This is an optimization exercise on Yosys and OpenROAD, whose aim is small area, not a production implementation. Function was checked by simulation only, so behaviour that the tests miss may differ from the original. The clock port is modelled as an ideal driver; clocking choices that lean on that would not hold on a real chip. No activity file was given, so power comes from the tool's default toggle rates.

<file path="flow/design.v">
module lcd_controller (	
	idata,irs,istart,odone,iclk,irst_n,
	lcd_data,lcd_rw,lcd_en,lcd_rs	);
input	[7:0]	idata;
input	irs,istart;
input	iclk,irst_n;
output reg odone;
output [7:0] lcd_data;
output reg lcd_en;
output lcd_rw;
output lcd_rs;
reg [4:0]	cont;
reg	[1:0]	state;
reg	prestart,mstart;
assign	lcd_data	=	idata; 
assign	lcd_rw		=	1'b0;
assign	lcd_rs		=	irs;
always@(posedge iclk or negedge irst_n)
begin
	if(!irst_n)
	begin
		odone<=0;	lcd_en<=0;
		prestart<=0;	mstart<=0;
		cont<=0;	state<=0;
	end
	else
	begin
		prestart<=	istart;
		if({prestart,istart}==2'b01)
		begin
			mstart	<=	1'b1;
			odone	<=	1'b0;
		end
		if(mstart)
		begin
			case(state)
			0:	state	<=	1;	 
			1:	begin
					lcd_en	<=	1'b1;
					state		<=	2;
				end
			2:	begin					
					if(cont<25)
					cont	<=	cont+1;
					else
					state		<=	3;
				end
			3:	begin
					lcd_en	<=	1'b0;
					mstart	<=	1'b0;
					odone	<=	1'b1;
					cont	<=	0;
					state		<=	0;
				end
			endcase
		end
	end
end
endmodule
module HW21(btn,CLK,rst_n,sw,
	lcd_on,lcd_data,lcd_rs,lcd_rw,lcd_en);
input  CLK;
input  rst_n;
input [3:0] btn;
input [3:0]sw;
output [7:0] lcd_data;
output lcd_on,lcd_rs,lcd_rw,lcd_en;
reg	[5+2:0]	lut_index;
reg	[8:0]	lut_data;
reg	[5:0]	mlcd_st;
reg	[17:0]	mdly;
reg			mlcd_start;
reg	[7:0]	mlcd_data;
reg			mlcd_rs;
wire		mlcd_done;
wire		rst;
reg [7:0]	string_data[15:0][1:0];
reg [1:0]	string_state;
reg [9:0] tim;
reg [3:0] a,b;
reg [30:0] q;
reg flag;
wire tick;
integer i;
assign rst = rst_n & btn[0] & btn[1] & btn[2] & btn[3];
localparam	
	lcd_intial	=	0,
	lcd_line1	=	5,
	lcd_ch_line	=	lcd_line1+16,
	lcd_line2	=	lcd_line1+16+1,
	lut_size	=	lcd_line1+32+1;
assign lcd_on=1'b1;
always@(posedge CLK or negedge rst)
begin
	if(!rst)
	begin
		lut_index	<=	0;
		mlcd_st		<=	0;
		mdly		<=	0;
		mlcd_start	<=	0;
		mlcd_data	<=	0;
		mlcd_rs		<=	0;
	end
	else
	begin
		if(lut_index<lut_size)
		begin
			case(mlcd_st)
			0:	begin
					mlcd_data	<=	lut_data[7:0];
					mlcd_rs		<=	lut_data[8];
					mlcd_start	<=	1;
					mlcd_st		<=	1;
				end
			1:	begin
					if(mlcd_done)
					begin
						mlcd_start	<=	0;
						mlcd_st		<=	2;					
					end
				end
			2:	begin
					if(mdly<18'h00ffe)
					mdly	<=	mdly+1;
					else
					begin
						mdly	<=	0;
						mlcd_st	<=	3;
					end
				end
			3:	begin
					lut_index	<=	lut_index+1;
					mlcd_st	<=	0;
				end
			endcase
		end
	end
end
always @*
begin
	case(lut_index)
	lcd_intial+0:	lut_data	=	9'h038;
	lcd_intial+1:	lut_data	=	9'h00c;
	lcd_intial+2:	lut_data	=	9'h001;
	lcd_intial+3:	lut_data	=	9'h006;
	lcd_intial+4:	lut_data	=	9'h080;
	lcd_line1+0:	lut_data	=	{1'b1,string_data[0] [0]};	 
	lcd_line1+1:	lut_data	=	{1'b1,string_data[1] [0]};
	lcd_line1+2:	lut_data	=	{1'b1,string_data[2] [0]};
	lcd_line1+3:	lut_data	=	{1'b1,string_data[3] [0]};
	lcd_line1+4:	lut_data	=	{1'b1,string_data[4] [0]};
	lcd_line1+5:	lut_data	=	{1'b1,string_data[5] [0]};
	lcd_line1+6:	lut_data	=	{1'b1,string_data[6] [0]};
	lcd_line1+7:	lut_data	=	{1'b1,string_data[7] [0]};
	lcd_line1+8:	lut_data	=	{1'b1,string_data[8] [0]};
	lcd_line1+9:	lut_data	=	{1'b1,string_data[9] [0]};
	lcd_line1+10:	lut_data	=	{1'b1,string_data[10][0]};
	lcd_line1+11:	lut_data	=	{1'b1,string_data[11][0]};
	lcd_line1+12:	lut_data	=	{1'b1,string_data[12][0]};
	lcd_line1+13:	lut_data	=	{1'b1,string_data[13][0]};
	lcd_line1+14:	lut_data	=	{1'b1,string_data[14][0]};
	lcd_line1+15:	lut_data	=	{1'b1,string_data[15][0]};
	lcd_ch_line:	lut_data	=	9'h0c0;
	lcd_line2+0:	lut_data	=	{1'b1,string_data[0] [1]};	 
	lcd_line2+1:	lut_data	=	{1'b1,string_data[1] [1]};	
	lcd_line2+2:	lut_data	=	{1'b1,string_data[2] [1]};
	lcd_line2+3:	lut_data	=	{1'b1,string_data[3] [1]};
	lcd_line2+4:	lut_data	=	{1'b1,string_data[4] [1]};
	lcd_line2+5:	lut_data	=	{1'b1,string_data[5] [1]};
	lcd_line2+6:	lut_data	=	{1'b1,string_data[6] [1]};
	lcd_line2+7:	lut_data	=	{1'b1,string_data[7] [1]};
	lcd_line2+8:	lut_data	=	{1'b1,string_data[8] [1]};
	lcd_line2+9:	lut_data	=	{1'b1,string_data[9] [1]};
	lcd_line2+10:	lut_data	=	{1'b1,string_data[10][1]};
	lcd_line2+11:	lut_data	=	{1'b1,string_data[11][1]};
	lcd_line2+12:	lut_data	=	{1'b1,string_data[12][1]};
	lcd_line2+13:	lut_data	=	{1'b1,string_data[13][1]};
	lcd_line2+14:	lut_data	=	{1'b1,string_data[14][1]};
	lcd_line2+15:	lut_data	=	{1'b1,string_data[15][1]};
	default:		lut_data	=	9'h120;
	endcase
end
always @(posedge CLK)
begin
	a <= tim % 10;
	b <= tim	/ 10 % 10;
	string_data[0][0]	<=	"C";
	string_data[1][0]	<=	"L";
	string_data[2][0]	<=	"K";
	string_data[3][0]	<=	" ";
	string_data[4][0]	<=	"S";
	string_data[5][0]	<=	"E";
	string_data[6][0]	<=	"T";
	string_data[7][0]	<=	":";
	string_data[8][0]	<=	"0"+b;
	string_data[9][0]	<=	"0"+a;
	string_data[10][0]	<=	" ";
	string_data[11][0]	<=	" ";
	string_data[12][0]	<=	" ";
	string_data[13][0]	<=	" ";
	string_data[14][0]	<=	" ";
	string_data[15][0]	<=	" ";
	for(i=0;i<16;i=i+1)
		string_data[i][1]	<=	8'h20;
end
always @(posedge CLK or negedge rst_n)
begin
	if(!rst_n)
		q <= 0;
	else
		q <= q + 1;
end
assign tick = (q[14:0] == 15'h3fff);
always @(posedge CLK or negedge rst_n)
begin
	if(!rst_n) begin tim <= 0; flag <= 0; end
	else if(tick) begin
	if(!btn[3])tim <= 0;
	else if(!(btn[0] || flag))begin tim <= tim + 1;flag <= 1; end
	else if(!(btn[1] || flag))begin tim <= tim - 1;flag <= 1; end
	else if(btn == 4'b1111)flag<= 0;
	end
end
lcd_controller 		u0	(	 
							.idata(mlcd_data),
							.irs(mlcd_rs),
							.istart(mlcd_start),
							.odone(mlcd_done),
							.iclk(CLK),
							.irst_n(rst),
							.lcd_data(lcd_data),
							.lcd_rw(lcd_rw),
							.lcd_en(lcd_en),
							.lcd_rs(lcd_rs)	);
endmodule
</file>
<file path="flow/run.sh">
#!/bin/bash
# synth_recipe.tcl (not shown) runs the flow's synth.tcl, then flattens the netlist and writes it again
# the make line also repeats each setting of config.mk as NAME=value (left out here)
make -C /OpenROAD-flow-scripts/flow DESIGN_CONFIG=/design/flow/config.mk WORK_HOME=/design/flow/orfs CLKGATE_MAP_FILE= SYNTH_SCRIPT=/design/flow/synth_recipe.tcl finish
</file>
<file path="flow/config.mk">
export PLATFORM = sky130hd
export DESIGN_NAME = HW21
export DESIGN_NICKNAME = HW21
export VERILOG_FILES = /design/flow/design.v
export SDC_FILE = /design/flow/constraint.sdc
export NUM_CORES = 4
export LEC_CHECK = 0
export CAP_MARGIN = 20
export CORE_MARGIN = 2
export CORE_UTILIZATION = 40
export SLEW_MARGIN = 20
</file>
<file path="flow/constraint.sdc">
create_clock -name core_clock -period 10.0 [get_ports {CLK}]
set_input_delay 2.0000 -clock core_clock [delete_from_list [all_inputs] [get_ports {CLK}]]
set_output_delay 2.0000 -clock core_clock [all_outputs]
set_load 0.01 [all_outputs]
</file>
==> results of run 1 <==
## worst max-delay path by stage
stage	to	slack, ns	cells past startpoint
after global placement	b[2]$_DFF_P_	2.59	27
final	b[2]$_DFF_P_	2.44	27
after global routing	b[2]$_DFF_P_	1.73	30
after CTS	b[2]$_DFF_P_	2.43	27
after floorplan	b[2]$_DFF_P_	4.07	31
after detailed placement	b[2]$_DFF_P_	2.53	27
## power groups by stage
| stage | Combinational (mW) | Clock [mW] | Sequential (mW) |
|---|---|---|---|
| global placement | 0.0115 | 0 | 0.374 |
| CTS | 0.0119 | 0.381 | 0.367 |
| detailed placement | 0.0119 | 0 | 0.374 |
| finish | 0.0115 | 0.371 | 0.367 |
| floorplan | 0.00612 | 0 | 0.374 |
| global route | 0.0135 | 0.394 | 0.367 |
## synth_stat cells (5+ instances only)
master | count | area share
a31oi_1 | 11 | 0.011
nand3_1 | 18 | 0.014
nand4_1 | 9 | 0.0089
nand2b_1 | 9 | 0.0089
inv_1 | 30 | 0.018
dfxtp_1 | 16 | 0.051
o21bai_1 | 6 | 0.0071
nor2b_1 | 7 | 0.0069
buf_2 | 7 | 0.0056
a22o_1 | 7 | 0.0097
or3_1 | 6 | 0.0060
mux2_2 | 7 | 0.013
o211ai_1 | 7 | 0.0083
dfrtp_1 | 75 | 0.30
a211oi_1 | 5 | 0.0060
nor4_1 | 9 | 0.0089
nand2_1 | 68 | 0.040
xnor2_1 | 28 | 0.039
and3_1 | 11 | 0.011
a21o_1 | 8 | 0.0095
nor3_1 | 17 | 0.013
o21ai_0 | 38 | 0.030
ha_1 | 29 | 0.058
buf_4 | 9 | 0.011
o22ai_1 | 6 | 0.0060
xor2_1 | 17 | 0.024
clkbuf_1 | 20 | 0.012
nor2_1 | 77 | 0.046
o21ai_1 | 7 | 0.0056
a21oi_1 | 41 | 0.033
## state kept, by name (all words and copies together) (netlist names), 2 cells and up
register,count
u0.cont,5
lut_index,8
mlcd_data,8
a,4
tim,10
u0.state,2
mlcd_st,2
mdly,18
q,15
string_data,8
b,4
## per-layer routing
metal | up-vias | track usage
li1 | 2606 | -
met1 | 2469 | 0.224
met2 | 105 | 0.278
met3 | 20 | 0.0277
met4 | 0 | 0.0601
met5 | - | 0
## cell type report
type | count | area [sq um]
Timing Repair Buffer | 17 | 165
Multi-Input combinational cell | 560 | 3810
Clock inverter | 6 | 93.8
Sequential cell | 91 | 2200
Clock buffer | 10 | 239
Tap cell | 211 | 264
Inverter | 34 | 128
Fill cell | 1473 | 8420
## kinds of logic (layout without fill, tap and decap cells)
kind of cell             Yosys count  count (layout)  share of synthesized area
adder cells (fa/ha/maj)           33              33                     0.0657
AO/OA/AOI/OAI                    208             208                      0.242
flip-flops                        91              91                      0.348
XOR/XNOR                          45              45                     0.0625
multiplexers                      13              13                     0.0260
other                              2               2                    0.00119
buffers and inverters             70              67                     0.0484
AND/OR/NAND/NOR                  259             259                      0.206
## critical path: stages (launching register included)
cell and delay [ns]:
dfrtp_1 0.74, nor2_1 0.13, inv_1 0.08, ha_1 0.26, nor2b_1 0.59, a211oi_1 0.20, a21oi_1 0.45, nor4_1 0.16
o31ai_4 0.29, nand4_1 0.48, or4_1 0.87, a31oi_1 0.24, o2bb2ai_1 0.16, nand3_2 0.14, nor3_4 0.31, nor2_1 0.07
nor2_1 0.09, a21oi_1 0.05, ha_1 0.26, o41a_2 0.53, nor2_1 0.18, a31oi_4 0.16, nand2b_4 0.18, a21o_1 0.18
ha_1 0.30, nand2_1 0.06, o21ai_0 0.09, a221oi_2 0.22
==> results by group, run 1 <==
Status
  – Status: timing/DRC/antenna clean

Logic synthesis
  – Synth Instances: roughly 720
  – YS warnings: 3
  – Most used DFF post-synth: dfrtp_1
  – Syn_nets: 761
  – Sequential element share of the synthesized area: 0.348
  – Netlist cell types: 96
  – Post-synth ARST share: 0.824
  – Synthesized area: 6300 sq um
  – Post-synthesis register bit count: 91
  – Number of synthesized flops with an enable pin: 0
  – Synthesized area per cell: 8.74 sq um

Routing
  – Wirelength, routed: around 13000 um
  – Total number of vias: 5200
  – Via/cell ratio: 5.60
  – Post-Route M1 WL: 6320 um
  – Wire per inst: between 10 and 15 um
  – Drc violations: 0
  – DR WL met2: about 6300 um
  – Final ANT Viol Nets: 0
  – Drt pass-1 iters: 5
  – Drt initial violations: 404
  – WL met3: 423 um
  – Top Metal Used: met4

Floorplanning
  – Die width: 130 um
  – Core area: 15300 sq um
  – Row count: 45
  – DIE AREA: between 15000 and 20000 sq um
  – Die Y-Extent: ~130 um
  – Starting utilization of the core area: 0.412
  – IO Count: 22

Clock tree
  – H-tree lvl count: 3
  – Post-CTS Hold Fix Bufs: 0
  – Clock sink count: 91
  – Root Buffer: clkbuf_16
  – Setup Fix Bufs, Post-CTS: 0
  – CTS Buffer Depth: 2
  – CTS clock-pin slew for the worst setup and hold paths: ~0.07 ns
  – PostCTS Resize Cnt: 0
  – CTS buffer count: 9
  – CTS tree: done
  – Clock latency (worst-skew pair): 0.34 ns

STA
  – Final min period: 7.56 ns
  – RSZ-0062 raised after global routing: false
  – Hold Fails Final Rpt: 0
  – Period utilization: 0.756
  – Final Skew: approximately 0.013 ns
  – Setup TNS: 0 ns
  – Worst hold slack: around 0.33 ns
  – Final Max Tran Viols: 0
  – # setup viols final: 0
  – Worst-margin pin slew: 0.824 ns
  – Worst slew margin: 0.448
  – Setup WS post-layout: 2.44 ns
  – Maximum clock rate: 132 MHz

Layout
  – Share of post-route cells with drive strength above 1: 0.0905
  – Synth-to-layout area growth: 9.39%
  – Final nets: 753
  – Most frequent cells in the layout: nor2_1 (76), dfrtp_1 (75), nand2_1 (68)
  – Fin util: 0.450
  – Most common cell after layout, fill and taps aside: nor2_1
  – Final non-filler cell total: between 900 and 1k
  – Finished layout cell area: 6900 sq um
  – Inserted Diodes: 0

Pwr
  – Reg power frac: 0.490
  – Switching share of total power: 0.200
  – Int Power: 0.600 mW
  – Max IR drop VDD: 0.0823 mV
  – Clock power share: 0.495
  – Combinational share of power: 0.015
  – Pwr/cell area: 109 nW/um^2
  – Pleak: 2.93 nW
  – Final Total Pwr: 0.749 mW
  – Switching power: 0.150 mW

Setup path
  – Setup crit start: tim[8]$_DFFE_PN0P_
  – R2R depth: 27
  – Startpoint Class: flop
  – Worst endpoint required time: around 10 ns
  – RR Endpoint: b[2]$_DFF_P_
  – Crit Path Category: reg -> reg
  – Worst Path Arrival: 7.81 ns
  – Reg-to-reg startpoint: tim[8]$_DFFE_PN0P_
  – Register-to-register setup slack: roughly 2.4 ns
  – Crit Path Max Fanout: 20
  – Critical Path End Type: flop

Placement
  – DP Wirelength: 9690 um
  – Setup slack at placement: 2.53 ns
  – Area after DPL: 6560 sq um
  – Final GP Congestion: 0.884
  – IO buf count: 15
  – DP Cell Count: 913

Global routing
  – GRT Total Usage: 0.168
  – First-pass GRT wire length: 23500 um
  – Largest net degree at the start of global routing: 50
  – Vias in the first global route: 4969
  – GRT overflow: 0
  – Initial antenna violation count: 0

Hold path
  – Hold EP: string_data[13][2]$_DFF_P_
  – Worst hold start: a[2]$_DFF_P_
  – Worst hold path depth: 0
  – Hold Path Class: reg -> reg

Run
  – Max-cap violations: 0
==> run 2: changes to the inputs <==
==> flow/design.v (replaced) <==
module lcd_controller(iclk, irst_n, tens, units, lcd_data, lcd_rs, lcd_en);
input iclk, irst_n;
input [3:0] tens, units;
output [7:0] lcd_data;
output lcd_rs, lcd_en;
reg [12:0] c;
reg [5:0] k;
reg [8:0] rom;
wire first = (k == 6'd25);
wire done  = (k == 6'd63);
wire wrap  = c[12] & c[0] & (~first | (&c[4:1]));
always @(posedge iclk or negedge irst_n)
	if (!irst_n) begin
		c <= 13'd4097;
		k <= 6'd24;
	end else begin
		c <= wrap ? 13'd0 : c + 13'd1;
		if (wrap & ~done) k <= k + 6'd1;
	end
always @*
	case (k)
	6'd24: rom = 9'h000;
	6'd25: rom = 9'h038;
	6'd26: rom = 9'h00c;
	6'd27: rom = 9'h001;
	6'd28: rom = 9'h006;
	6'd29: rom = 9'h080;
	6'd30: rom = 9'h143;
	6'd31: rom = 9'h14c;
	6'd32: rom = 9'h14b;
	6'd33: rom = 9'h120;
	6'd34: rom = 9'h153;
	6'd35: rom = 9'h145;
	6'd36: rom = 9'h154;
	6'd37: rom = 9'h13a;
	6'd38: rom = {5'h13, tens};
	6'd39: rom = {5'h13, units};
	6'd40: rom = 9'h120;
	6'd41: rom = 9'h120;
	6'd42: rom = 9'h120;
	6'd43: rom = 9'h120;
	6'd44: rom = 9'h120;
	6'd45: rom = 9'h120;
	6'd46: rom = 9'h0c0;
	6'd47: rom = 9'h120;
	6'd48: rom = 9'h120;
	6'd49: rom = 9'h120;
	6'd50: rom = 9'h120;
	6'd51: rom = 9'h120;
	6'd52: rom = 9'h120;
	6'd53: rom = 9'h120;
	6'd54: rom = 9'h120;
	6'd55: rom = 9'h120;
	6'd56: rom = 9'h120;
	6'd57: rom = 9'h120;
	6'd58: rom = 9'h120;
	6'd59: rom = 9'h120;
	6'd60: rom = 9'h120;
	6'd61: rom = 9'h120;
	6'd62: rom = 9'h120;
	6'd63: rom = 9'h120;
	default: rom = 9'h120;
	endcase
assign lcd_en = ~done & ~|c[12:5] & (c[4:0] >= 5'd3) & (c[4:0] <= 5'd29);
assign lcd_data = rom[7:0];
assign lcd_rs = rom[8];
endmodule
module HW21(btn,CLK,rst_n,sw,
	lcd_on,lcd_data,lcd_rs,lcd_rw,lcd_en);
input  CLK;
input  rst_n;
input [3:0] btn;
input [3:0]sw;
output [7:0] lcd_data;
output lcd_on,lcd_rs,lcd_rw,lcd_en;
wire rst = rst_n & btn[0] & btn[1] & btn[2] & btn[3];
assign lcd_on = 1'b1;
assign lcd_rw = 1'b0;
reg [14:0] q;
wire qz = ~|q[13:0];
wire tick = qz & ~q[14];
always @(posedge CLK or negedge rst_n)
	if (!rst_n) q <= 15'h0102;
	else        q <= {q[13:0], q[14] ^ q[13] ^ qz};
reg [3:0] u, t, h;
reg flag;
wire top  = h[3] & h[1] & t[1] & u[1] & u[0];    
wire zero = ~|{u, t, h};                         
wire u9 = u[3] & u[0];
wire t9 = t[3] & t[0];
wire u0 = ~|u;
wire t0 = ~|t;
always @(posedge CLK or negedge rst_n)
begin
	if (!rst_n) begin
		u <= 0; t <= 0; h <= 0; flag <= 0;
	end else if (tick) begin
		if (!btn[3]) begin
			u <= 0; t <= 0; h <= 0;
		end else if (!(btn[0] || flag)) begin
			flag <= 1;
			if (top) begin
				u <= 0; t <= 0; h <= 0;
			end else if (!u9) u <= u + 1;
			else begin
				u <= 0;
				if (!t9) t <= t + 1;
				else begin t <= 0; h <= h + 1; end
			end
		end else if (!(btn[1] || flag)) begin
			flag <= 1;
			if (zero) begin
				u <= 3; t <= 2; h <= 10;
			end else if (!u0) u <= u - 1;
			else begin
				u <= 9;
				if (!t0) t <= t - 1;
				else begin t <= 9; h <= h - 1; end
			end
		end else if (btn == 4'b1111) flag <= 0;
	end
end
lcd_controller u0_lcd (
	.iclk(CLK), .irst_n(rst), .tens(t), .units(u),
	.lcd_data(lcd_data), .lcd_rs(lcd_rs), .lcd_en(lcd_en));
endmodule
==> run 2 against run 1 <==
Count of clock-buffer cells in the layout fell by 4. Die area fell by 52%. Clock skew is 0.0039 ns lower. Global-route usage down 0.43 points. Power is 50% lower.
==> results by group, run 2 <==
Setup path
  – CP Cell Sequence: inv_1 > ha_1 > or3_1 > a21oi_1 > a21oi_1 > or3_1 > o21ai_0 > clkdlybuf4s50_1
  – Critical Path End Type: output port (was flop)
  – Critical path's top delay family: simple AND/OR/NAND/NOR gates (unchanged)
  – CP max stage cell: clkdlybuf4s50_1 (was or4_1)
  – Worst Path Arrival: 2.90 ns (was 7.81 ns)
  – Register-to-register setup slack: 7.54 ns (was 2.44 ns)
  – Worst path bufs/invs: 2 (was 1)
  – Slowest stage delay, CP: 0.55 ns (was 0.87 ns)
  – Reg-to-reg startpoint: u0_lcd.k[2]$_DFFE_PN0P_ (was tim[8]$_DFFE_PN0P_)
  – Worst endpoint required time: 8.00 ns (was 10.24 ns)
  – Startpoint Class: flop (unchanged)
  – R2R depth: 5 (was 27)
  – Crit Path Max Fanout: 13 (was 20)
  – RR Endpoint: u0_lcd.k[5]$_DFFE_PN0P_ (was b[2]$_DFF_P_)
  – Crit Path Category: reg -> out (was reg -> reg)

STA
  – Maximum clock rate: 204 MHz (was 132 MHz)
  – Final Max Tran Viols: 0 (unchanged)
  – Worst-margin pin slew: 0.835 ns (was 0.824 ns)
  – Setup TNS: 0 ns (unchanged)
  – RSZ-0062 raised after global routing: false (unchanged)
  – Final min period: 4.90 ns (was 7.56 ns)
  – # setup viols final: 0 (unchanged)
  – Worst slew margin: 0.441 (was 0.448)
  – Period utilization: 0.490 (was 0.756)
  – Final Skew: 0.00930 ns (was 0.0132 ns)
  – Setup WS post-layout: 5.10 ns (was 2.44 ns)
  – Hold Fails Final Rpt: 0 (unchanged)

Run
  – Max-cap violations: 0 (unchanged)

Clock tree
  – CTS clock-pin slew for the worst setup and hold paths: 0.09 ns (was 0.07 ns)
  – PostCTS Resize Cnt: 0 (unchanged)
  – CTS buffer count: 5 (was 9)
  – Clock sink count: 47 (was 91)
  – Setup Fix Bufs, Post-CTS: 0 (unchanged)
  – Post-CTS Hold Fix Bufs: 0 (unchanged)
  – CTS Buffer Depth: 2 (unchanged)
  – CTS tree: done (unchanged)
  – H-tree lvl count: 2 (was 3)
  – Clock latency (worst-skew pair): 0.30 ns (was 0.34 ns)
  – Root Buffer: clkbuf_8 (was clkbuf_16)

Logic synthesis
  – Syn_nets: 345 (was 761)
  – Synthesized area: 2910 sq um (was 6300 sq um)
  – YS warnings: 2 (was 3)
  – Yosys top cell area share: 0.352 (was 0.298)
  – Most frequent cell after synthesis: dfrtp_1 (was nor2_1)
  – Most used DFF post-synth: dfrtp_1 (unchanged)
  – Sequential element share of the synthesized area: 0.406 (was 0.348)
  – Top post-synthesis cells by area: dfrtp_1 (35%), ha_1 (6.0%), dfstp_2 (5.4%), o21ai_0 (4.5%), nor2_1 (3.7%) (was dfrtp_1 (30%), ha_1 (5.8%), dfxtp_1 (5.1%), nor2_1 (4.6%), nand2_1 (4.0%))
  – Most common library cells after synthesis: dfrtp_1 (41), nor2_1 (29), nand2_1 (28), o21ai_0 (26), nand3_1 (15) (was nor2_1 (77), dfrtp_1 (75), nand2_1 (68), a21oi_1 (41), o21ai_0 (38))
  – Post-synth ARST share: 1.00 (was 0.824)
  – Synth Instances: 321 (was 721)
  – Synthesized area per cell: 9.07 sq um (was 8.74 sq um)
  – Number of synthesized flops with an enable pin: 0 (unchanged)
  – Post-synthesis register bit count: 47 (was 91)
  – Largest area contributor in the netlist: dfrtp_1 (unchanged)
  – Netlist cell types: 65 (was 96)

Pwr
  – Combinational share of power: 0.123 (was 0.015)
  – Pleak: 1.29 nW (was 2.93 nW)
  – Int Power: 0.271 mW (was 0.600 mW)
  – Switching share of total power: 0.273 (was 0.200)
  – Max IR drop VDD: 0.0770 mV (was 0.0823 mV)
  – Reg power frac: 0.547 (was 0.490)
  – Switching power: 0.101 mW (was 0.150 mW)
  – Pwr/cell area: 116 nW/um^2 (was 109 nW/um^2)
  – Clock power share: 0.329 (was 0.495)

Global routing
  – GRT overflow: 0 (unchanged)
  – Vias in the first global route: 2186 (was 4969)
  – First-pass GRT wire length: 10400 um (was 23500 um)
  – GRT Total Usage: 0.164 (was 0.168)
  – Initial antenna violation count: 0 (unchanged)
  – Largest net degree at the start of global routing: 30 (was 50)

Floorplanning
  – Row count: 31 (was 45)
  – IO Count: 22 (unchanged)
  – Starting utilization of the core area: 0.408 (was 0.412)
  – DIE AREA: 7980 sq um (was 16800 sq um)
  – Core area: 7140 sq um (was 15300 sq um)
  – Die width: 89.3 um (was 130 um)
  – Die Y-Extent: 89.3 um (was 130 um)

Routing
  – Final ANT Viol Nets: 0 (unchanged)
  – Drc violations: 0 (unchanged)
  – Wire per inst: 13.8 um (was 14.3 um)
  – Wirelength, routed: 5890 um (was 13300 um)
  – Total number of vias: 2353 (was 5200)
  – Drt initial violations: 157 (was 404)
  – Drt pass-1 iters: 4 (was 5)
  – Via/cell ratio: 5.52 (was 5.60)

Layout
  – Final nets: 350 (was 753)
  – Synth-to-layout area growth: 10.0% (was 9.39%)
  – Most common cell after layout, fill and taps aside: dfrtp_1 (was nor2_1)
  – Fill count: 720 (was 1473)
  – Largest regs: q: 15 flops, u0_lcd.c: 13 flops, u0_lcd.k: 6 flops (was mdly: 18 flops, q: 15 flops, tim: 10 flops)
  – Max FFs per register: 15 (was 18)
  – Largest Register: q (was mdly)
  – Seq. cell area: 1180 sq um (was 2200 sq um)
  – Area taken by multi-input logic gates: 1580 sq um (was 3810 sq um)
  – Inserted Diodes: 0 (unchanged)
  – Share of post-route cells with drive strength above 1: 0.0917 (was 0.0905)
  – Most frequent cells in the layout: dfrtp_1 (41), nor2_1 (29), nand2_1 (28) (was nor2_1 (76), dfrtp_1 (75), nand2_1 (68))

Placement
  – Final GP Congestion: 0.808 (was 0.884)
  – Setup slack at placement: 5.44 ns (was 2.53 ns)
  – DP Wirelength: 4160 um (was 9690 um)
  – IO buf count: 15 (unchanged)

Hold path
  – Hold Path Class: reg -> reg (unchanged)
  – Worst hold start: q[12]$_DFF_PN0_ (was a[2]$_DFF_P_)
  – Worst hold path depth: 0 (unchanged)
  – Hold EP: q[13]$_DFF_PN0_ (was string_data[13][2]$_DFF_P_)

Status
  – Status: timing/DRC/antenna clean (unchanged)
## run 2: final cells by class
cell class                      instances  share of cell area
Clock buffer                            6              0.0258
Tap cell                               99              0.0387
Sequential cell                        47               0.369
Multi-Input combinational cell        241               0.493
Timing Repair Buffer                   17              0.0515
Clock inverter                          2             0.00508
Inverter                               14              0.0164
## run 2: worst max path at each step
stage,startpoint,end,slack (ns),depth (start not counted)
2_1_floorplan,u0_lcd.k[0]$_DFFE_PN0P_,lcd_data[5],6.12,7
3_3_place_gp,u0_lcd.k[0]$_DFFE_PN0P_,lcd_data[5],5.47,8
3_5_place_dp,u0_lcd.k[0]$_DFFE_PN0P_,lcd_data[5],5.44,8
4_1_cts,u0_lcd.k[0]$_DFFE_PN0P_,lcd_data[5],5.09,8
5_1_grt,u0_lcd.k[0]$_DFFE_PN0P_,lcd_data[5],4.94,8
6_report,u0_lcd.k[0]$_DFFE_PN0P_,lcd_data[5],5.10,8
## run 2: kinds of logic (layout without fill, tap and decap cells)
| group | Yosys count | in the layout | share of synthesized area |
|---|---|---|---|
| simple gates | 123 | 123 | 0.231 |
| compound gates | 84 | 84 | 0.193 |
| flops | 47 | 47 | 0.406 |
| buf+inv | 33 | 39 | 0.0511 |
| xor+xnor | 16 | 16 | 0.0481 |
| fa+ha+maj | 14 | 14 | 0.0601 |
| other cells | 2 | 2 | 0.00258 |
| mux | 2 | 2 | 0.00730 |
## run 2: metal layers
| metal | track usage | wire [um] | part of all wire |
|---|---|---|---|
| met1 | 0.239 | 2950 | 0.50 |
| met2 | 0.246 | 2650 | 0.45 |
| met3 | 0.0314 | 208 | 0.035 |
| met4 | 0.0516 | 78 | 0.013 |
| met5 | 0 | 0 | 0 |
## run 2: power by group through the flow
| stage | Sequential [mW] | Combinational (mW) | Clock, mW |
|---|---|---|---|
| detailed placement | 0.207 | 0.0459 | 0 |
| finish | 0.204 | 0.0459 | 0.123 |
| global route | 0.205 | 0.0538 | 0.134 |
| floorplan | 0.202 | 0.0382 | 0 |
| CTS | 0.204 | 0.0463 | 0.128 |
| global placement | 0.208 | 0.0452 | 0 |
## run 2: metrics by stage
stage | utilization | hold WS [ns] | instance area, sq um | total power, mW | cells
floorplan | - | 0.354 | 2910 | 0.240 | 321
global placement | 0.435 | 0.357 | 3110 | 0.253 | 418
detailed placement | 0.435 | 0.364 | 3110 | 0.253 | 418
CTS | 0.449 | 0.385 | 3200 | 0.378 | 426
global route | 0.449 | 0.401 | 3200 | 0.393 | 426
finish | 0.449 | 0.383 | 3200 | 0.372 | 426
==> run 3: changes to the inputs <==
==> flow/flow/run.sh (new file) <==
#!/bin/bash
# Own layout flow: the standard synthesis, then its combinational logic mapped
# again by ABC for area (registers untouched: same instances, names and cells),
# then the standard ORFS flow from floorplan on, with buf_1 port buffers and a
# clock tree without dummy loads.  Each tool's output goes to a log_*.txt here.
set -euo pipefail
W=$(pwd)
F=$W/flow
PLAT=${FLOW_PLATFORM:-sky130hd}
LIB=$FLOW_HOME/platforms/$PLAT/lib/sky130_fd_sc_hd__tt_025C_1v80.lib
R=$W/orfs/results/$PLAT/HW21/base
YOSYS=${YOSYS_EXE:-$(command -v yosys || echo $FLOW_HOME/../tools/install/yosys/bin/yosys)}

# 1. standard synthesis
bash standard.sh synth > $W/log_1_synth.txt 2>&1
cp $R/1_2_yosys.v $W/std_1_2_yosys.v

# 2. area remapping of the combinational cells
DU=""
for c in $(grep -o 'sky130_fd_sc_hd__\(lpflow_[a-z0-9_]*\|probec\?_p_8\)' $LIB | sort -u); do DU="$DU -dont_use $c"; done
cat > $W/resyn.ys <<YS
read_liberty -ignore_miss_func $LIB
read_verilog $W/std_1_2_yosys.v
hierarchy -top $FLOW_TOP
setattr -mod -set blackbox 1 sky130_fd_sc_hd__df*
flatten
delete t:\$scopeinfo
opt_clean
stat -liberty $LIB
abc -liberty $LIB $DU -script $F/area.abc
opt_clean -purge
read_liberty -lib -overwrite -ignore_miss_func $LIB
hilomap -singleton -hicell sky130_fd_sc_hd__conb_1 HI -locell sky130_fd_sc_hd__conb_1 LO
splitnets
opt_clean -purge
insbuf -buf sky130_fd_sc_hd__buf_1 A X
check -assert
stat -liberty $LIB
select $FLOW_TOP
write_verilog -selected -noattr -noexpr -nohex -nodec $W/resyn.v
YS
$YOSYS -s $W/resyn.ys > $W/log_2_resyn.txt 2>&1
cp $W/resyn.v $R/1_2_yosys.v
bash standard.sh do-1_synth > $W/log_3_synth_odb.txt 2>&1

# 3. the rest of the standard flow
export BUFFER_PORTS_ARGS="-buffer_cell sky130_fd_sc_hd__buf_1"
export CTS_ARGS="-sink_clustering_enable -repair_clock_nets -dont_use_dummy_load"
bash standard.sh finish > $W/log_4_finish.txt 2>&1
==> flow/flow/area.abc (new file) <==
strash
&get -n
&st
&dch -f
&nf -R 1000
&put
strash
&get -n
&st
&dch -f
&nf -R 1000
&put
==> flow/standard.sh (new file) <==
#!/bin/bash
# synth_recipe.tcl (not shown) runs the flow's synth.tcl, then flattens the netlist and writes it again
# the make line also repeats each setting of config.mk as NAME=value (left out here)
make -C /OpenROAD-flow-scripts/flow DESIGN_CONFIG=/design/flow/config.mk WORK_HOME=/design/flow/orfs CLKGATE_MAP_FILE= SYNTH_SCRIPT=/design/flow/synth_recipe.tcl "${@:-finish}"
removed: flow/run.sh
==> run 3 against run 2 <==
Still clean on timing, DRC and antenna. Die area is 18% lower. Sequential power is 2% lower. Cell count is 16% lower. Largest cell class is now registers. Largest power group unchanged.
==> results by group, run 3 <==
Status
  – Status: timing/DRC/antenna clean (unchanged)

Pwr
  – Max IR drop VDD: 0.0846 mV (was 0.0770 mV)
  – Pleak: 1.07 nW (was 1.29 nW)
  – Clock power share: 0.313 (was 0.329)
  – Int Power: 0.247 mW (was 0.271 mW)
  – Reg power frac: 0.612 (was 0.547)
  – Switching power: 0.0798 mW (was 0.101 mW)
  – Combinational share of power: 0.075 (was 0.123)
  – Switching share of total power: 0.244 (was 0.273)
  – Pwr/cell area: 126 nW/um^2 (was 116 nW/um^2)

STA
  – Setup TNS: 0 ns (unchanged)
  – Hold Fails Final Rpt: 0 (unchanged)
  – Worst slew margin: 0.563 (was 0.441)
  – Period utilization: 0.407 (was 0.490)
  – Final Skew: 0.0174 ns (was 0.00930 ns)
  – # setup viols final: 0 (unchanged)
  – Final Max Tran Viols: 0 (unchanged)
  – RSZ-0062 raised after global routing: false (unchanged)
  – Final min period: 4.07 ns (was 4.90 ns)
  – Worst hold slack: 0.379 ns (was 0.383 ns)
  – Worst-margin pin slew: 0.650 ns (was 0.835 ns)
  – Maximum clock rate: 246 MHz (was 204 MHz)

Setup path
  – Crit Path Category: reg -> out (unchanged)
  – Critical Path End Type: output port (unchanged)
  – Crit Path Max Fanout: 6 (was 13)
  – Startpoint Class: flop (unchanged)
  – Worst endpoint required time: 8.00 ns (about the same)
  – Worst Path Arrival: 2.07 ns (was 2.90 ns)

Clock tree
  – Post-CTS Hold Fix Bufs: 0 (unchanged)
  – Setup Fix Bufs, Post-CTS: 0 (unchanged)
  – PostCTS Resize Cnt: 0 (unchanged)
  – CTS Buffer Depth: 2 (unchanged)
  – CTS buffer count: 5 (unchanged)
  – CTS clock-pin slew for the worst setup and hold paths: 0.08 ns (was 0.09 ns)
  – CTS tree: done (unchanged)
  – Clock latency (worst-skew pair): 0.29 ns (was 0.30 ns)
  – Root Buffer: clkbuf_8 (unchanged)
  – Clock sink count: 47 (unchanged)
  – H-tree lvl count: 2 (unchanged)

Routing
  – Drc violations: 0 (unchanged)
  – Drt initial violations: 98 (was 157)
  – Wirelength, routed: 5120 um (was 5890 um)
  – Final ANT Viol Nets: 0 (unchanged)
  – Drt pass-1 iters: 4 (unchanged)
  – Total number of vias: 2048 (was 2353)
  – Wire per inst: 14.3 um (was 13.8 um)
  – Via/cell ratio: 5.72 (was 5.52)

Logic synthesis
  – Synthesized area per cell: 8.95 sq um (was 9.07 sq um)
  – Synth Instances: 264 (was 321)
  – Synthesized area: 2360 sq um (was 2910 sq um)
  – Syn_nets: 274 (was 345)
  – YS warnings: 2 (unchanged)

Layout
  – Most frequent cells in the layout: dfrtp_1 (41), nand2_1 (38), nor2_1 (26) (was dfrtp_1 (41), nor2_1 (29), nand2_1 (28))
  – Largest regs: q: 15 flops, u0_lcd.c: 13 flops, u0_lcd.k: 6 flops (unchanged)
  – Synth-to-layout area growth: 9.74% (was 10.0%)
  – Max FFs per register: 15 (unchanged)
  – Most common cell after layout, fill and taps aside: dfrtp_1 (unchanged)
  – Inserted Diodes: 0 (unchanged)
  – Largest Register: q (unchanged)
  – Share of post-route cells with drive strength above 1: 0.0455 (was 0.0917)
  – Final nets: 298 (was 350)

Floorplanning
  – Row count: 27 (was 31)
  – Die width: 80.9 um (was 89.3 um)
  – Starting utilization of the core area: 0.421 (was 0.408)
  – IO Count: 22 (unchanged)
  – DIE AREA: 6540 sq um (was 7980 sq um)
  – Die Y-Extent: 80.9 um (was 89.3 um)
  – Core area: 5610 sq um (was 7140 sq um)

Global routing
  – Vias in the first global route: 1963 (was 2186)
  – Largest net degree at the start of global routing: 30 (unchanged)
  – Initial antenna violation count: 0 (unchanged)
  – First-pass GRT wire length: 9030 um (was 10400 um)
  – GRT Total Usage: 0.177 (was 0.164)
  – GRT overflow: 0 (unchanged)

Placement
  – DP Wirelength: 3680 um (was 4160 um)
  – IO buf count: 15 (unchanged)
  – Final GP Congestion: 0.811 (was 0.808)

Hold path
  – Hold Path Class: reg -> reg (unchanged)

Run
  – Max-cap violations: 0 (unchanged)
## run 3: per-stage QoR
stage / total power [mW] / instance area [sq um] / utilization / cells / setup WS (ns)
2_1_floorplan: 0.219 / 2360 / - / 264 / 6.52
3_3_place_gp: 0.228 / 2520 / 0.450 / 353 / 5.74
3_5_place_dp: 0.228 / 2520 / 0.450 / 353 / 5.72
4_1_cts: 0.332 / 2590 / 0.463 / 358 / 5.91
5_1_grt: 0.345 / 2590 / 0.463 / 358 / 5.69
6_report: 0.327 / 2590 / 0.463 / 358 / 5.93
## run 3: cell type report
cell class	instances	area, sq um
Clock buffer	5	68.8
Fill cell	561	3010
Multi-Input combinational cell	214	1170
Tap cell	72	90.1
Sequential cell	47	1180
Timing Repair Buffer	17	71.3
Inverter	3	11.3
## run 3: per-layer routing
metal / global-route usage / routed length, um / vias to the layer above / share of wire
met5: 0 / 0 / - / 0
met4: 0.0508 / 53 / 0 / 0.010
met3: 0.0344 / 173 / 7 / 0.034
met2: 0.291 / 2280 / 35 / 0.44
met1: 0.237 / 2620 / 970 / 0.51
li1: - / - / 1036 / -
## run 3: power by group through the flow
stage	Sequential, mW	Clock [mW]	Combinational [mW]
4_1_cts	0.200	0.108	0.0246
3_3_place_gp	0.204	0	0.0241
6_report	0.200	0.103	0.0244
5_1_grt	0.201	0.116	0.0283
2_1_floorplan	0.202	0	0.0170
3_5_place_dp	0.204	0	0.0245
## run 3: worst max-delay path: stages, from the launching register on
cell	delay, ns
dfstp_2	0.58
nand2_1	0.09
nor2_1	0.21
and2_0	0.22
nand2_1	0.12
nand2_1	0.08
o21ai_0	0.13
o311ai_0	0.14
buf_1	0.19
## run 3: final timing paths
check | slack (ns) | depth (start not counted) | endpoint | from
min in group asynchronous | 1.69 | 2 | q[14]$_DFF_PN0_ | rst_n
worst min register to register | 0.38 | 0 | q[1]$_DFF_PN1_ | q[0]$_DFF_PN0_
worst min-delay path | 0.38 | 0 | q[1]$_DFF_PN1_ | q[0]$_DFF_PN0_
worst max register to register | 7.18 | 8 | h[3]$_DFFE_PN0P_ | q[3]$_DFF_PN0_
max in group asynchronous | 7.44 | 5 | u0_lcd.k[3]$_DFFE_PN1P_ | rst_n
worst max-delay path | 5.93 | 8 | lcd_data[6] | u0_lcd.k[4]$_DFFE_PN1P_
==> run 4: changes to the inputs <==
--- a/flow/design.v
+++ b/flow/design.v
@@ -84,42 +84,42 @@
 	else        q <= {q[13:0], q[14] ^ q[13] ^ qz};
 reg [3:0] u, t, h;
 reg flag;
+wire E  = tick & btn[3];
+wire S  = E & ~flag & ~(btn[0] & btn[1]);    
+wire dn = btn[0];                             
 wire top  = h[3] & h[1] & t[1] & u[1] & u[0];    
-wire zero = ~|{u, t, h};                         
-wire u9 = u[3] & u[0];
-wire t9 = t[3] & t[0];
-wire u0 = ~|u;
-wire t0 = ~|t;
+wire uz = ~(u[3] | u[2] | u[1] | u[0]);
+wire tz = ~(t[3] | t[2] | t[1] | t[0]);
+wire hz = ~(h[3] | h[2] | h[1] | h[0]);
+wire zero = uz & tz & hz;                        
+function [3:0] tog(input [3:0] v, input d);
+  tog = d ? {~v[0] & ~v[1] & ~v[2],
+             ~v[0] & ~v[1] & (v[2] | v[3]),
+             ~v[0] & (v[3] | v[2] | v[1]),
+             1'b1}
+          : {v[0] & (v[3] | v[2] & v[1]),
+             v[1] & v[0],
+             v[0] & ~v[3],
+             1'b1};
+endfunction
+wire cu = dn ? uz : (u[3] & u[0]);      
+wire ct = cu & (dn ? tz : (t[3] & t[0]));
+wire [3:0] hT = {h[2:0] ^ {3{dn}}, 1'b1};
+wire [3:0] htog = {&hT[3:0], &hT[2:0], &hT[1:0], 1'b1};
+wire clr  = tick & ~btn[3] | S & ~dn & top;    
+wire setw = S & dn & zero;                     
+wire [3:0] un = u ^ ({4{S}} & tog(u, dn));
+wire [3:0] tn = t ^ ({4{S & cu}} & tog(t, dn));
+wire [3:0] hn = h ^ ({4{S & ct}} & htog);
 always @(posedge CLK or negedge rst_n)
-begin
 	if (!rst_n) begin
 		u <= 0; t <= 0; h <= 0; flag <= 0;
-	end else if (tick) begin
-		if (!btn[3]) begin
-			u <= 0; t <= 0; h <= 0;
-		end else if (!(btn[0] || flag)) begin
-			flag <= 1;
-			if (top) begin
-				u <= 0; t <= 0; h <= 0;
-			end else if (!u9) u <= u + 1;
-			else begin
-				u <= 0;
-				if (!t9) t <= t + 1;
-				else begin t <= 0; h <= h + 1; end
-			end
-		end else if (!(btn[1] || flag)) begin
-			flag <= 1;
-			if (zero) begin
-				u <= 3; t <= 2; h <= 10;
-			end else if (!u0) u <= u - 1;
-			else begin
-				u <= 9;
-				if (!t0) t <= t - 1;
-				else begin t <= 9; h <= h - 1; end
-			end
-		end else if (btn == 4'b1111) flag <= 0;
+	end else begin
+		u <= clr ? 4'd0 : setw ? 4'd3  : un;
+		t <= clr ? 4'd0 : setw ? 4'd2  : tn;
+		h <= clr ? 4'd0 : setw ? 4'd10 : hn;
+		if (E) flag <= ~(btn[0] & btn[1] & (btn[2] | ~flag));
 	end
-end
 lcd_controller u0_lcd (
 	.iclk(CLK), .irst_n(rst), .tens(t), .units(u),
 	.lcd_data(lcd_data), .lcd_rs(lcd_rs), .lcd_en(lcd_en));
--- a/flow/flow/run.sh
+++ b/flow/flow/run.sh
@@ -45,5 +45,5 @@
 
 # 3. the rest of the standard flow
 export BUFFER_PORTS_ARGS="-buffer_cell sky130_fd_sc_hd__buf_1"
-export CTS_ARGS="-sink_clustering_enable -repair_clock_nets -dont_use_dummy_load"
+export CTS_ARGS="-sink_clustering_enable -sink_clustering_size 50 -sink_clustering_max_diameter 1000 -repair_clock_nets -dont_use_dummy_load"
 bash standard.sh finish > $W/log_4_finish.txt 2>&1
==> run 4 against run 3 <==
Still clean on timing, DRC and antenna. First-iteration DRC count increased by 14%. Count of clock-buffer cells in the layout did not move. Die area fell by 3.2%. Via count fell by 9.4%. Combinational power shrank about 50%. Utilization shrank 0.60 points. Largest cell class unchanged. Highest routed layer unchanged.
==> results by group, run 4 <==
Layout
  – Most common cell after layout, fill and taps aside: dfrtp_1 (unchanged)
  – Fin util: 0.456 (was 0.463)
  – Max FFs per register: 15 (unchanged)
  – Synth-to-layout area growth: 10.1% (was 9.74%)
  – Final nets: 287 (was 298)
  – Finished layout cell area: 2510 sq um (was 2590 sq um)
  – Final non-filler cell total: 347 (was 358)
  – Largest regs: q: 15 flops, u0_lcd.c: 13 flops, u0_lcd.k: 6 flops (unchanged)
  – Inserted Diodes: 0 (unchanged)
  – Share of post-route cells with drive strength above 1: 0.0473 (was 0.0455)
  – Most frequent cells in the layout: dfrtp_1 (41), nand2_1 (38), nor2_1 (36) (was dfrtp_1 (41), nand2_1 (38), nor2_1 (26))
  – Largest Register: q (unchanged)

Floorplanning
  – IO Count: 22 (unchanged)
  – Row count: 27 (unchanged)
  – DIE AREA: 6330 sq um (was 6540 sq um)
  – Die width: 79.6 um (was 80.9 um)
  – Starting utilization of the core area: 0.415 (was 0.421)
  – Die Y-Extent: 79.6 um (was 80.9 um)
  – Core area: 5510 sq um (was 5610 sq um)

Global routing
  – Met3 Usage GRT: 0.0317 (was 0.0344)
  – Met1 Use GR: 0.221 (was 0.237)
  – Grt peak-use layer: met2 (unchanged)
  – GRT Total Usage: 0.160 (was 0.177)
  – GRT overflow: 0 (unchanged)
  – Vias in the first global route: 1769 (was 1963)
  – GR Util met2: 0.249 (was 0.291)
  – Largest net degree at the start of global routing: 30 (unchanged)
  – First-pass GRT wire length: 7980 um (was 9030 um)
  – Initial antenna violation count: 0 (unchanged)

STA
  – Final min period: 4.24 ns (was 4.07 ns)
  – Final Max Tran Viols: 0 (unchanged)
  – Maximum clock rate: 236 MHz (was 246 MHz)
  – RSZ-0062 raised after global routing: false (unchanged)
  – Final Skew: 0.0239 ns (was 0.0174 ns)
  – Period utilization: 0.424 (was 0.407)
  – Setup TNS: 0 ns (unchanged)
  – Worst hold slack: 0.386 ns (was 0.379 ns)
  – Worst-margin pin slew: 0.901 ns (was 0.650 ns)
  – Hold Fails Final Rpt: 0 (unchanged)
  – Worst slew margin: 0.395 (was 0.563)
  – # setup viols final: 0 (unchanged)

Logic synthesis
  – Syn_nets: 263 (was 274)
  – Synthesized area: 2280 sq um (was 2360 sq um)
  – Synthesized area per cell: 9.03 sq um (was 8.95 sq um)
  – Synth Instances: 253 (was 264)
  – YS warnings: 2 (unchanged)

Hold path
  – Hold EP: q[4]$_DFF_PN0_ (was q[1]$_DFF_PN1_)
  – Worst hold start: q[3]$_DFF_PN0_ (was q[0]$_DFF_PN0_)
  – Hold Path Class: reg -> reg (unchanged)
  – Worst hold path depth: 0 (unchanged)

Clock tree
  – Clock sink count: 47 (unchanged)
  – H-tree lvl count: 2 (unchanged)
  – CTS Buffer Depth: 2 (unchanged)
  – PostCTS Resize Cnt: 0 (unchanged)
  – CTS tree: done (unchanged)
  – Clock latency (worst-skew pair): 0.30 ns (was 0.29 ns)
  – CTS clock-pin slew for the worst setup and hold paths: 0.09 ns (was 0.08 ns)
  – Setup Fix Bufs, Post-CTS: 0 (unchanged)
  – CTS buffer count: 5 (unchanged)
  – Root Buffer: clkbuf_8 (unchanged)
  – Post-CTS Hold Fix Bufs: 0 (unchanged)

Status
  – Status: timing/DRC/antenna clean (unchanged)

Setup path
  – Worst endpoint required time: 8.00 ns (about the same)
  – Reg-to-reg startpoint: q[0]$_DFF_PN0_ (was q[3]$_DFF_PN0_)
  – RR Endpoint: h[1]$_DFF_PN0_ (was h[3]$_DFFE_PN0P_)
  – Critical Path End Type: output port (unchanged)
  – Crit Path Max Fanout: 6 (unchanged)
  – Worst Path Arrival: 2.24 ns (was 2.07 ns)
  – R2R depth: 9 (was 8)
  – Crit Path Category: reg -> out (unchanged)
  – Register-to-register setup slack: 6.50 ns (was 7.18 ns)
  – Startpoint Class: flop (unchanged)

Placement
  – DP Wirelength: 3180 um (was 3680 um)
  – Final GP Congestion: 0.876 (was 0.811)
  – DP Cell Count: 342 (was 353)
  – Area after DPL: 2440 sq um (was 2520 sq um)
  – IO buf count: 15 (unchanged)

Routing
  – Drt pass-1 iters: 4 (unchanged)
  – Drc violations: 0 (unchanged)
  – Final ANT Viol Nets: 0 (unchanged)
  – Drt initial violations: 112 (was 98)
  – Wirelength, routed: 4440 um (was 5120 um)
  – Wire per inst: 12.8 um (was 14.3 um)
  – Via/cell ratio: 5.35 (was 5.72)
  – Total number of vias: 1856 (was 2048)

Run
  – Max-cap violations: 0 (unchanged)

Pwr
  – Pleak: 1.05 nW (was 1.07 nW)
  – Pwr/cell area: 122 nW/um^2 (was 126 nW/um^2)
  – Max IR drop VDD: 0.0589 mV (was 0.0846 mV)
-- run 4: cell types whose count changed in the layout (fill, tap and decap cells not counted), moves of 3 or more --
cell / before / now
a21o_1: 5 / 1
a21oi_1: 24 / 13
a22oi_1: 3 / 0
a31oi_1: 11 / 6
nand2b_1: 3 / 7
nand4_1: 1 / 4
nor2_1: 26 / 36
o21ai_0: 23 / 19
xnor2_1: 4 / 12
-- run 4: per-stage QoR --
| stage | total power [mW] | setup WS, ns |
|---|---|---|
| after floorplan | 0.203 | 6.24 |
| after global routing | 0.323 | 5.40 |
| after CTS | 0.312 | 5.78 |
| after global placement | 0.209 | 5.50 |
| after detailed placement | 0.209 | 5.46 |
| final | 0.307 | 5.76 |
-- run 4: cell type report --
type                            count  area, sq um
Fill cell                         556         2990
Sequential cell                    47         1180
Multi-Input combinational cell    202         1080
Tap cell                           72         90.1
Timing Repair Buffer               17         71.3
Clock buffer                        5         68.8
Inverter                            4         15.0
-- run 4: critical path, stage by stage, from the launching register on --
cell,delay [ns]
dfstp_2,0.58
nand2_1,0.07
or2_0,0.27
or4_1,0.55
nand3b_1,0.10
nor4_1,0.06
o21ai_0,0.09
nand2_1,0.09
buf_1,0.13
-- run 4: per-layer routing --
metal	vias up	wire, um	share of wire
li1	938	-	-
met5	-	0	0
met2	27	2060	0.46
met3	2	123	0.028
met4	0	34	0.0077
met1	889	2230	0.50
-- run 4: where the power goes --
| group | total (mW) | internal [mW] | switching [mW] | leakage [nW] |
|---|---|---|---|---|
| Combinational | 0.0123 | 0.00383 | 0.00844 | 0.410 |
| Sequential | 0.193 | 0.191 | 0.00158 | 0.603 |
| Clock | 0.102 | 0.0452 | 0.0570 | 0.0359 |
-- run 4: worst max-delay path by stage --
| stage | start | endpoint | slack [ns] | cells past startpoint |
|---|---|---|---|---|
| floorplan | btn[1] | h[1]$_DFF_PN0_ | 6.24 | 8 |
| global placement | btn[0] | h[1]$_DFF_PN0_ | 5.50 | 9 |
| detailed placement | btn[0] | h[1]$_DFF_PN0_ | 5.46 | 9 |
| CTS | u0_lcd.k[4]$_DFFE_PN1P_ | lcd_data[5] | 5.78 | 8 |
| global route | btn[0] | h[1]$_DFF_PN0_ | 5.40 | 9 |
| finish | u0_lcd.k[4]$_DFFE_PN1P_ | lcd_data[5] | 5.76 | 8 |
==> run 5: changes to the inputs <==
--- a/flow/design.v
+++ b/flow/design.v
@@ -2,20 +2,25 @@
 input iclk, irst_n;
 input [3:0] tens, units;
 output [7:0] lcd_data;
-output lcd_rs, lcd_en;
-reg [12:0] c;
+output lcd_rs;
+output reg lcd_en;
+reg [12:0] s;
 reg [5:0] k;
 reg [8:0] rom;
 wire first = (k == 6'd25);
 wire done  = (k == 6'd63);
-wire wrap  = c[12] & c[0] & (~first | (&c[4:1]));
+wire last  = (s[11:0] == 12'h5ca);
+wire flip  = last & s[12] | first & (s == 13'h0ca7);
+wire fb    = s[4] ^ s[5] ^ s[6] ^ s[12] ^ flip;
 always @(posedge iclk or negedge irst_n)
 	if (!irst_n) begin
-		c <= 13'd4097;
+		s <= 13'h05ca;
 		k <= 6'd24;
+		lcd_en <= 1'b0;
 	end else begin
-		c <= wrap ? 13'd0 : c + 13'd1;
-		if (wrap & ~done) k <= k + 6'd1;
+		s <= {s[11:0], fb};
+		if (last & ~done) k <= k + 6'd1;
+		lcd_en <= (lcd_en | (s == 13'h0e56) & ~done) & ~(s == 13'h0efe);
 	end
 always @*
 	case (k)
@@ -61,7 +66,6 @@
 	6'd63: rom = 9'h120;
 	default: rom = 9'h120;
 	endcase
-assign lcd_en = ~done & ~|c[12:5] & (c[4:0] >= 5'd3) & (c[4:0] <= 5'd29);
 assign lcd_data = rom[7:0];
 assign lcd_rs = rom[8];
 endmodule
--- a/flow/flow/run.sh
+++ b/flow/flow/run.sh
@@ -1,8 +1,8 @@
 #!/bin/bash
 # Own layout flow: the standard synthesis, then its combinational logic mapped
 # again by ABC for area (registers untouched: same instances, names and cells),
-# then the standard ORFS flow from floorplan on, with buf_1 port buffers and a
-# clock tree without dummy loads.  Each tool's output goes to a log_*.txt here.
+# then the standard ORFS flow with buf_1 port buffers and, in place of its
+# CTS step, a single clock buffer driving every register (flow/cts.tcl).  Each tool's output goes to a log_*.txt here.
 set -euo pipefail
 W=$(pwd)
 F=$W/flow
@@ -43,7 +43,13 @@
 cp $W/resyn.v $R/1_2_yosys.v
 bash standard.sh do-1_synth > $W/log_3_synth_odb.txt 2>&1
 
-# 3. the rest of the standard flow
+# 3. placement, standard
 export BUFFER_PORTS_ARGS="-buffer_cell sky130_fd_sc_hd__buf_1"
-export CTS_ARGS="-sink_clustering_enable -sink_clustering_size 50 -sink_clustering_max_diameter 1000 -repair_clock_nets -dont_use_dummy_load"
-bash standard.sh finish > $W/log_4_finish.txt 2>&1
+bash standard.sh place > $W/log_4_place.txt 2>&1
+
+# 4. clock tree: one buffer (flow/cts.tcl) in place of the standard CTS
+RESULTS=$R LIB=$LIB PLAT=$PLAT CLKBUF=${CLKBUF:-sky130_fd_sc_hd__clkbuf_8} NCLK=${NCLK:-3} \
+  openroad -no_init -exit $F/cts.tcl > $W/log_5_cts.txt 2>&1
+
+# 5. routing and the rest of the standard flow
+bash standard.sh finish > $W/log_6_finish.txt 2>&1
==> flow/flow/cts.tcl (new file) <==
# Clock tree: the registers are split into NCLK groups of neighbours
# (k-means on their positions) and one clock buffer, placed at the centre of its
# group, drives each group straight from the clock port.  Reads 3_place.odb,
# writes 4_1_cts.odb and 4_cts.sdc in place of the standard CTS step.
set R $::env(RESULTS)
read_db $R/3_place.odb
read_liberty $::env(LIB)
read_sdc $R/3_place.sdc
source $::env(FLOW_HOME)/platforms/$::env(PLAT)/setRC.tcl

set block [ord::get_db_block]
set dbu [$block getDbUnitsPerMicron]
set ngroups $::env(NCLK)
set sinks {}
foreach it [[$block findNet CLK] getITerms] {
  set inst [$it getInst]
  set bb [$inst getBBox]
  set x [expr {([$bb xMin] + [$bb xMax]) / 2.0 / $dbu}]
  set y [expr {([$bb yMin] + [$bb yMax]) / 2.0 / $dbu}]
  lappend sinks [list $x $y "[$inst getName]/[[$it getMTerm] getName]"]
}
set sinks [lsort -real -index 0 $sinks]
set n [llength $sinks]
puts "clock sinks: $n, groups: $ngroups"
# k-means on the sink positions, started from equal-count strips by x
set centres {}
for {set g 0} {$g < $ngroups} {incr g} {
  set s [lindex $sinks [expr {(2 * $g + 1) * $n / (2 * $ngroups)}]]
  lappend centres [list [lindex $s 0] [lindex $s 1]]
}
for {set iter 0} {$iter < 30} {incr iter} {
  set groups {}
  for {set g 0} {$g < $ngroups} {incr g} { lappend groups {} }
  foreach s $sinks {
    set best 0; set bd 1e18
    for {set g 0} {$g < $ngroups} {incr g} {
      set c [lindex $centres $g]
      set d [expr {abs([lindex $s 0] - [lindex $c 0]) + abs([lindex $s 1] - [lindex $c 1])}]
      if {$d < $bd} { set bd $d; set best $g }
    }
    lset groups $best [concat [lindex $groups $best] [list $s]]
  }
  set centres {}
  foreach grp $groups {
    set sx 0.0; set sy 0.0
    foreach s $grp { set sx [expr {$sx + [lindex $s 0]}]; set sy [expr {$sy + [lindex $s 1]}] }
    set m [expr {max(1, [llength $grp])}]
    lappend centres [list [expr {$sx / $m}] [expr {$sy / $m}]]
  }
}
for {set g 0} {$g < $ngroups} {incr g} {
  set grp [lindex $groups $g]
  if {[llength $grp] == 0} { continue }
  set pins {}
  foreach s $grp { lappend pins [get_pins [lindex $s 2]] }
  set loc [lindex $centres $g]
  insert_buffer -buffer_cell $::env(CLKBUF) -net CLK -load_pins $pins -location $loc \
    -buffer_name clkbuf_leaf_$g -net_name clknet_leaf_$g
  puts "group $g: [llength $grp] sinks, buffer at $loc"
}
foreach it [[$block findNet CLK] getITerms] {
  set net [[[$it getInst] findITerm X] getNet]
  $net setSigType CLOCK
  puts "clock buffer [[$it getInst] getName] drives [llength [$net getITerms]] pins"
}
detailed_placement
check_placement -verbose
set_propagated_clock [all_clocks]
estimate_parasitics -placement
report_clock_skew
report_checks -path_delay min_max
report_check_types -max_slew -max_capacitance -violators
write_db $R/4_1_cts.odb
write_sdc -no_timestamp $R/4_cts.sdc
file copy -force $R/4_1_cts.odb $R/4_cts.odb
==> run 5 against run 4 <==
Still clean. Non-clock buffer count is the same. Via count shrank 2.0%. Setup slack lost 0.14 ns. Sequential power grew 3%. Hold slack lost 0.0046 ns. Register-to-register slack gained 0.65 ns. Synthesized cell count shrank 5.9%. Global-route usage shrank 0.57 points. Critical path type unchanged. Highest routed layer unchanged.
==> results by group, run 5 <==
STA
  – Final Skew: 0.0566 ns (was 0.0239 ns)
  – Worst slew margin: 0.403 (was 0.395)
  – Hold Fails Final Rpt: 0 (unchanged)
  – Period utilization: 0.437 (was 0.424)
  – # setup viols final: 0 (unchanged)
  – RSZ-0062 raised after global routing: false (unchanged)
  – Final Max Tran Viols: 0 (unchanged)
  – Maximum clock rate: 229 MHz (was 236 MHz)
  – Worst hold slack: 0.381 ns (was 0.386 ns)
  – Final min period: 4.37 ns (was 4.24 ns)
  – Setup TNS: 0 ns (unchanged)
  – Worst-margin pin slew: 0.894 ns (was 0.901 ns)

Clock tree
  – CTS clock-pin slew for the worst setup and hold paths: 0.12 ns (was 0.09 ns)
  – Clock latency (worst-skew pair): 0.18 ns (was 0.30 ns)

Setup path
  – Critical Path End Type: output port (unchanged)
  – Worst Path Arrival: 2.37 ns (was 2.24 ns)
  – Most numerous cell on the critical path: nand2_1 (unchanged)
  – Reg-to-reg startpoint: q[0]$_DFF_PN0_ (unchanged)
  – Crit Path Max Fanout: 8 (was 6)
  – RR Endpoint: h[1]$_DFF_PN0_ (unchanged)
  – Startpoint Class: flop (unchanged)
  – Worst endpoint required time: 8.00 ns (about the same)
  – Critical path's top delay family: simple AND/OR/NAND/NOR gates (unchanged)
  – Slowest stage delay, CP: 0.75 ns (was 0.58 ns)
  – CP max stage cell: nor3b_1 (was dfstp_2)
  – Register-to-register setup slack: 7.15 ns (was 6.50 ns)
  – Worst path bufs/invs: 1 (unchanged)
  – CP Cell Sequence: nor3b_1 > nand2_1 > o311ai_0 > nor2_1 > nand2_1 > o221ai_1 > buf_1 (was nand2_1 > or2_0 > or4_1 > nand3b_1 > nor4_1 > o21ai_0 > nand2_1 > buf_1)
  – R2R depth: 10 (was 9)
  – Crit Path Category: reg -> out (unchanged)

Layout
  – Most frequent cells in the layout: dfrtp_1 (38), nand2_1 (31), nor2_1 (27) (was dfrtp_1 (41), nand2_1 (38), nor2_1 (36))
  – Largest Register: q (unchanged)
  – Max FFs per register: 15 (unchanged)
  – Synth-to-layout area growth: 8.93% (was 10.1%)
  – Largest regs: q: 15 flops, u0_lcd.s: 13 flops, u0_lcd.k: 6 flops (was q: 15 flops, u0_lcd.c: 13 flops, u0_lcd.k: 6 flops)
  – Share of post-route cells with drive strength above 1: 0.0581 (was 0.0473)
  – Most common cell after layout, fill and taps aside: dfrtp_1 (unchanged)
  – Inserted Diodes: 0 (unchanged)
  – Final nets: 270 (was 287)

Hold path
  – Hold EP: q[7]$_DFF_PN0_ (was q[4]$_DFF_PN0_)
  – Worst hold start: q[6]$_DFF_PN0_ (was q[3]$_DFF_PN0_)
  – Hold Path Class: reg -> reg (unchanged)
  – Worst hold path depth: 0 (unchanged)

Routing
  – Wire per inst: 14.2 um (was 12.8 um)
  – Drt initial violations: 88 (was 112)
  – Via/cell ratio: 5.51 (was 5.35)
  – Final ANT Viol Nets: 0 (unchanged)
  – Drt pass-1 iters: 4 (unchanged)
  – Drc violations: 0 (unchanged)
  – Total number of vias: 1819 (was 1856)
  – Wirelength, routed: 4670 um (was 4440 um)

Run
  – Max-cap violations: 0 (unchanged)

Floorplanning
  – Die width: 79.3 um (was 79.6 um)
  – IO Count: 22 (unchanged)
  – Core area: 5510 sq um (unchanged)
  – DIE AREA: 6300 sq um (was 6330 sq um)
  – Starting utilization of the core area: 0.412 (was 0.415)
  – Row count: 27 (unchanged)
  – Die Y-Extent: 79.3 um (was 79.6 um)

Pwr
  – Combinational share of power: 0.044 (was 0.040)
  – Int Power: 0.228 mW (was 0.240 mW)
  – Max IR drop VDD: 0.106 mV (was 0.0589 mV)
  – Switching power: 0.0566 mW (was 0.0671 mW)
  – Pwr/cell area: 115 nW/um^2 (was 122 nW/um^2)
  – Reg power frac: 0.696 (was 0.627)
  – Clock power share: 0.260 (was 0.333)
  – Pleak: 0.955 nW (was 1.05 nW)
  – Final Total Pwr: 0.284 mW (was 0.307 mW)
  – Switching share of total power: 0.199 (was 0.218)

Placement
  – Final GP Congestion: 0.857 (was 0.876)
  – IO buf count: 15 (unchanged)
  – DP Wirelength: 3400 um (was 3180 um)

Global routing
  – GRT overflow: 0 (unchanged)
  – Vias in the first global route: 1694 (was 1769)
  – GRT Total Usage: 0.154 (was 0.160)
  – Largest net degree at the start of global routing: 30 (unchanged)
  – Initial antenna violation count: 0 (unchanged)
  – First-pass GRT wire length: 8070 um (was 7980 um)

Logic synthesis
  – Syn_nets: 248 (was 263)
  – Synthesized area: 2270 sq um (was 2280 sq um)
  – Synthesized area per cell: 9.54 sq um (was 9.03 sq um)
  – YS warnings: 2 (unchanged)
  – Synth Instances: 238 (was 253)

Status
  – Status: timing/DRC/antenna clean (unchanged)
[run 5: cell types whose count changed in the layout (fill, tap and decap cells not counted), sizes merged, moves of 4 or more]
cell   before  now
and3        4    0
o22ai       1    5
a31oi       6    0
dfstp       6   10
nor2b       1    7
a21oi      13   20
nor2       36   27
nand2      38   31
[run 5: worst max path at each step]
| stage | startpoint | end | slack (ns) | cells past startpoint |
|---|---|---|---|---|
| after floorplan | u0_lcd.k[4]$_DFFE_PN1P_ | lcd_data[5] | 6.32 | 6 |
| after global placement | btn[0] | h[1]$_DFF_PN0_ | 5.82 | 9 |
| after detailed placement | btn[0] | h[1]$_DFF_PN0_ | 5.78 | 9 |
| after global routing | u0_lcd.k[5]$_DFFE_PN0P_ | lcd_data[5] | 5.43 | 7 |
| final | u0_lcd.k[5]$_DFFE_PN0P_ | lcd_data[5] | 5.63 | 7 |
[run 5: final cells by class]
type	instances	area [sq um]
Clock buffer	3	41.3
Multi-Input combinational cell	186	1040
Inverter	4	15.0
Sequential cell	48	1210
Timing Repair Buffer	17	71.3
Tap cell	72	90.1
Fill cell	537	3030
[run 5: power by group through the flow]
stage	clock network [mW]	logic [mW]	registers, mW
2_1_floorplan	0	0.00711	0.201
3_3_place_gp	0	0.0124	0.201
3_5_place_dp	0	0.0126	0.201
5_1_grt	0.0853	0.0144	0.198
6_report	0.0739	0.0125	0.198
[run 5: metal layers]
metal | vias up | track usage | routed length (um) | share of wire
met1 | 880 | 0.231 | 2310 | 0.49
met3 | 5 | 0.0125 | 164 | 0.035
li1 | 907 | - | - | -
met5 | - | 0 | 0 | 0
met2 | 27 | 0.253 | 2150 | 0.46
met4 | 0 | 0.0190 | 53 | 0.011
[run 5: per-stage QoR]
stage | cells | worst slack, ns | instance area, sq um | utilization
3_3_place_gp | 327 | 5.82 | 2430 | 0.442
3_5_place_dp | 327 | 5.78 | 2430 | 0.442
6_report | 330 | 5.63 | 2470 | 0.449
5_1_grt | 330 | 5.43 | 2470 | 0.449
2_1_floorplan | 238 | 6.32 | 2270 | -

re-timing with driven ports:
The flow's constraints put no driver on any port. The routed layouts listed below were extracted and timed again, unchanged, in two steps. Step 1 assumes that a clkbuf_16 drives the clock port and a buf_2 every other input. Step 2 times the ports against the registers' clock, not the clock port: input delays grow and output delays shrink by t, the midpoint of the rising clock arrivals with the driver on. a / b / c = no drivers / after step 1 / after step 2; a / b = the first two.
run	t, ns	setup WS [ns]	worst setup path after step 2	clock arrival spread, ns	slew at the worst register clock pin (ns)
run 1	0.374	2.435 / 2.435 / 2.435	register to register	0.014 / 0.013	0.07 / 0.07
run 2	0.329	5.097 / 5.069 / 5.398	register to output	0.013 / 0.013	0.09 / 0.09
run 3	0.312	5.932 / 5.904 / 5.686	input to register	0.018 / 0.017	0.09 / 0.09
run 4	0.316	5.765 / 5.738 / 5.472	input to register	0.024 / 0.023	0.09 / 0.09
run 5	0.192	5.626 / 5.581 / 5.773	register to output	0.057 / 0.056	0.12 / 0.12
After both steps every run listed still meets setup and hold. The setup slack of run 4, which loses most, moves by -0.027 ns with the drivers and by -0.293 ns with both steps.
